This is an optimization exercise on Yosys and OpenROAD, whose aim is small area, not a production implementation. Function was checked by simulation only, so behaviour that the tests miss may differ from the original.

==> flow/design.v <==
module ascon_permutation (
    input  logic [319:0] state_in,
    input  logic [3:0]   rc,
    output logic [319:0] state_out
);
function automatic [63:0] rot(input [63:0] x, input integer n);
    rot = (x >> n) | (x << (64 - n));
endfunction
logic [63:0] x0, x1, x2, x3, x4;
logic [63:0] a0, a1, a2, a3, a4;
logic [63:0] b0, b1, b2, b3, b4;
always_comb begin
    x0 = state_in[319:256];
    x1 = state_in[255:192];
    x2 = state_in[191:128] ^ {56'd0, ~rc, rc};
    x3 = state_in[127:64];
    x4 = state_in[63:0];
    a0 = x0 ^ x4;
    a4 = x4 ^ x3;
    a2 = x2 ^ x1;
    b0 = a0 ^ (~x1 & a2);
    b1 = x1 ^ (~a2 & x3);
    b2 = a2 ^ (~x3 & a4);
    b3 = x3 ^ (~a4 & a0);
    b4 = a4 ^ (~a0 & x1);
    b1 = b1 ^ b0;
    b0 = b0 ^ b4;
    b3 = b3 ^ b2;
    b2 = ~b2;
    state_out[319:256] = b0 ^ rot(b0, 19) ^ rot(b0, 28);
    state_out[255:192] = b1 ^ rot(b1, 61) ^ rot(b1, 39);
    state_out[191:128] = b2 ^ rot(b2, 1)  ^ rot(b2, 6);
    state_out[127:64]  = b3 ^ rot(b3, 10) ^ rot(b3, 17);
    state_out[63:0]    = b4 ^ rot(b4, 7)  ^ rot(b4, 41);
end
endmodule
module ascon_state_machine (
    input  logic       clk,
    input  logic       rst_n,
    input  logic       msg_start,
    input  logic       msg_last,
    output logic       run,         
    output logic [3:0] rc,
    output logic       absorb,      
    output logic       capture,     
    output logic       hash_ready
);
logic       start_prev;
logic [1:0] sq;
wire block_edge = msg_start & ~start_prev & ~run & ~hash_ready;
wire last_round = (rc == 4'd7);
always_ff @(posedge clk or negedge rst_n) begin
    if (!rst_n) begin
        start_prev <= 1'b0;
        run        <= 1'b0;
        rc         <= 4'd12;
        sq         <= 2'd0;
        hash_ready <= 1'b0;
    end else begin
        start_prev <= msg_start;
        if (run) begin
            rc <= last_round ? 4'd12 : rc + 4'd1;
            if (last_round) begin
                if (!msg_last) begin
                    run <= 1'b0;
                end else if (sq == 2'd3) begin
                    run        <= 1'b0;
                    hash_ready <= 1'b1;
                end else begin
                    sq <= sq + 2'd1;
                end
            end
        end else if (block_edge) begin
            run <= 1'b1;
        end
    end
end
assign absorb  = run & (rc == 4'd12) & (sq == 2'd0);
assign capture = run & (rc == 4'd12) & (sq != 2'd0);
endmodule
module ascon_statmachine_top (
    input logic clk,
    input logic rst_n,
    input logic [63:0] msg_in,
    input logic msg_start,
    input logic msg_last,
    output logic [0:255] hash_out,
    output wire hash_ready
);
localparam [319:0] INIT_STATE = 320'h6a7a78353667c5aac79a235d95b5ac4847cd172ccff3184fa1893074191cd8dc0033ab61e5b0cdbd;
logic [319:0] state;
logic [319:0] round_out;
logic [63:0]  h2, h1, h0;
logic         run, absorb, capture;
logic [3:0]   rc;
ascon_state_machine state_machine (
    .clk(clk),
    .rst_n(rst_n),
    .msg_start(msg_start),
    .msg_last(msg_last),
    .run(run),
    .rc(rc),
    .absorb(absorb),
    .capture(capture),
    .hash_ready(hash_ready)
);
ascon_permutation ascon_permutation (
    .state_in({state[319:256] ^ (msg_in & {64{absorb}}), state[255:0]}),
    .rc(rc),
    .state_out(round_out)
);
always_ff @(posedge clk) begin
    if (!rst_n)
        state <= INIT_STATE;
    else if (run)
        state <= round_out;
end
always_ff @(posedge clk) begin
    if (capture) begin
        h2 <= state[319:256];
        h1 <= h2;
        h0 <= h1;
    end
end
assign hash_out = {state[319:256], h2, h1, h0};
endmodule
export LEC_CHECK = 0
export CAP_MARGIN = 10
export CORE_MARGIN = 2
export CORE_UTILIZATION = 72
export GPL_TIMING_DRIVEN = 0
export SLEW_MARGIN = 10
create_clock -name core_clock -period 6.0 [get_ports {clk}]
standard.sh (not shown) runs the stock make flow with config.mk's settings and CLKGATE_MAP_FILE= SYNTH_SCRIPT=/design/flow/synth_recipe.tcl, a recipe that flattens the netlist after the stock synthesis.
==> flow/flow/run.sh <==
#!/bin/bash
# ORFS layout with area-oriented changes. Each tool's output goes to the ORFS
# logs under orfs/logs/ and the make output to synth_make.log / layout_make.log.
#  - synthesis: the standard synthesis script, unchanged except that ABC
#    maps for area (flow/area.abc) and full adders are not extracted first;
#    registers, flattening and renaming are as in the standard synthesis
#  - no timing repair at floorplan (REMOVE_ABC_BUFFERS)
#  - port buffers use the smallest buffer (buf_1) instead of clkdlybuf4s50_1
#  - CTS with clkbuf_16 buffers, large sink clusters and without dummy loads
set -euo pipefail
W=$(pwd)
ABC_SCRIPT="$W/flow/area.abc"
{
  head -n 1 "$W/synth_recipe.tcl"
  sed "s#^source \$::env(SCRIPTS_DIR)/synth_preamble.tcl\$#&\nlset abc_args 1 $ABC_SCRIPT#" "$FLOW_HOME/scripts/synth.tcl"
  tail -n +3 "$W/synth_recipe.tcl"
} > "$W/area_synth.tcl"
grep -q "lset abc_args 1" "$W/area_synth.tcl"
bash standard.sh SYNTH_SCRIPT="$W/area_synth.tcl" ADDER_MAP_FILE= synth > synth_make.log 2>&1
# no sizing pass on the unbuffered area-mapped netlist at floorplan; the
# placement-stage repair_design buffers the high-fanout nets instead
export REMOVE_ABC_BUFFERS=1
export BUFFER_PORTS_ARGS="-buffer_cell sky130_fd_sc_hd__buf_1"
export CTS_ARGS="-sink_clustering_enable -repair_clock_nets -dont_use_dummy_load -buf_list sky130_fd_sc_hd__clkbuf_16 -sink_clustering_size 24 -sink_clustering_max_diameter 120"
bash standard.sh > layout_make.log 2>&1
==> flow/flow/area.abc <==
&get -n
&st
&dch
&nf -R 1000
&put
Change:
--- a/flow/design.v
+++ b/flow/design.v
@@ -54,12 +54,16 @@
         start_prev <= 1'b0;
         run        <= 1'b0;
         rc         <= 4'd12;
         sq         <= 2'd0;
         hash_ready <= 1'b0;
+        absorb     <= 1'b0;
+        capture    <= 1'b0;
     end else begin
         start_prev <= msg_start;
+        absorb     <= block_edge;
+        capture    <= run & last_round & msg_last & (sq != 2'd3);
         if (run) begin
             rc <= last_round ? 4'd12 : rc + 4'd1;
             if (last_round) begin
                 if (!msg_last) begin
                     run <= 1'b0;
@@ -73,12 +77,10 @@
         end else if (block_edge) begin
             run <= 1'b1;
         end
     end
 end
-assign absorb  = run & (rc == 4'd12) & (sq == 2'd0);
-assign capture = run & (rc == 4'd12) & (sq != 2'd0);
 endmodule
 module ascon_statmachine_top (
     input logic clk,
     input logic rst_n,
     input logic [63:0] msg_in,
Effect: Core utilization falls by 0.44 points. Clock skew drops by 0.0034 ns. Global-route usage decreases by 0.51 points. Routed wire length goes down by 2.5%. Sequential share of layout area rose by 0.46 points. Non-clock buffer count shrinks by 8. Worst setup slack gains 1.1 ns. Hold slack gets better by 0.021 ns. Via count drops by 1.7%. Synthesized cell count shrinks by 0.58%.

========
Starts from the design.v that is shown in full above.
Settings: LEC_CHECK=0, CAP_MARGIN=20, CORE_MARGIN=2, CORE_UTILIZATION=72, GPL_TIMING_DRIVEN=0, SLEW_MARGIN=20; clock period 6.0 ns.
Scripts as last shown in full above: flow/flow/run.sh, flow/flow/area.abc
Rerun with:
--- a/flow/design.v
+++ b/flow/design.v
@@ -57,6 +57,10 @@
         sq         <= 2'd0;
         hash_ready <= 1'b0;
+        absorb     <= 1'b0;
+        capture    <= 1'b0;
     end else begin
         start_prev <= msg_start;
+        absorb     <= block_edge;
+        capture    <= run & last_round & msg_last & (sq != 2'd3);
         if (run) begin
             rc <= last_round ? 4'd12 : rc + 4'd1;
@@ -76,6 +80,4 @@
     end
 end
-assign absorb  = run & (rc == 4'd12) & (sq == 2'd0);
-assign capture = run & (rc == 4'd12) & (sq != 2'd0);
 endmodule
 module ascon_statmachine_top (
What happened: Register-to-register slack gains 0.51 ns; design area fell by 0.69%; maximum frequency rose by 11%; wire length is about the same.

static timing again, ports no longer ideal:
No port has a modelled driver above. Below, the same layouts with a new extraction and two added sets of constraints. Step 1 assumes that a clkbuf_16 drives the clock port and a buf_2 every other input. Step 2, shift: input delay + t, output delay - t, t = (earliest + latest rising clock arrival at the registers) / 2. This alone moves slack from input paths to output paths. Slacks: ideal ports / drivers / drivers and shift; pairs: ideal ports / drivers.
| run | t (ns) | slack for setup (ns) | hold WS [ns] | clock arrival spread, ns | worst slew at a driven data input, ns |
|---|---|---|---|---|---|
| the first run of note 1 | 0.661 | 0.251 / 0.251 / 0.251 | 0.427 / 0.427 / 0.427 | 0.042 / 0.042 | 0.07 |
| the second run of note 1 | 0.655 | 1.340 / 1.340 / 1.175 | 0.448 / 0.448 / 0.448 | 0.038 / 0.038 | 0.04 |
| the first run of note 2 | 0.654 | 0.691 / 0.691 / 0.691 | 0.419 / 0.419 / 0.419 | 0.042 / 0.042 | 0.06 |
| the second run of note 2 | 0.650 | 1.206 / 1.206 / 0.937 | 0.430 / 0.430 / 0.430 | 0.034 / 0.034 | 0.04 |
After both steps every run listed still meets setup and hold. The setup slack of the second run of note 2, which loses most, moves by 0.000 ns with the drivers and by -0.269 ns with both steps.
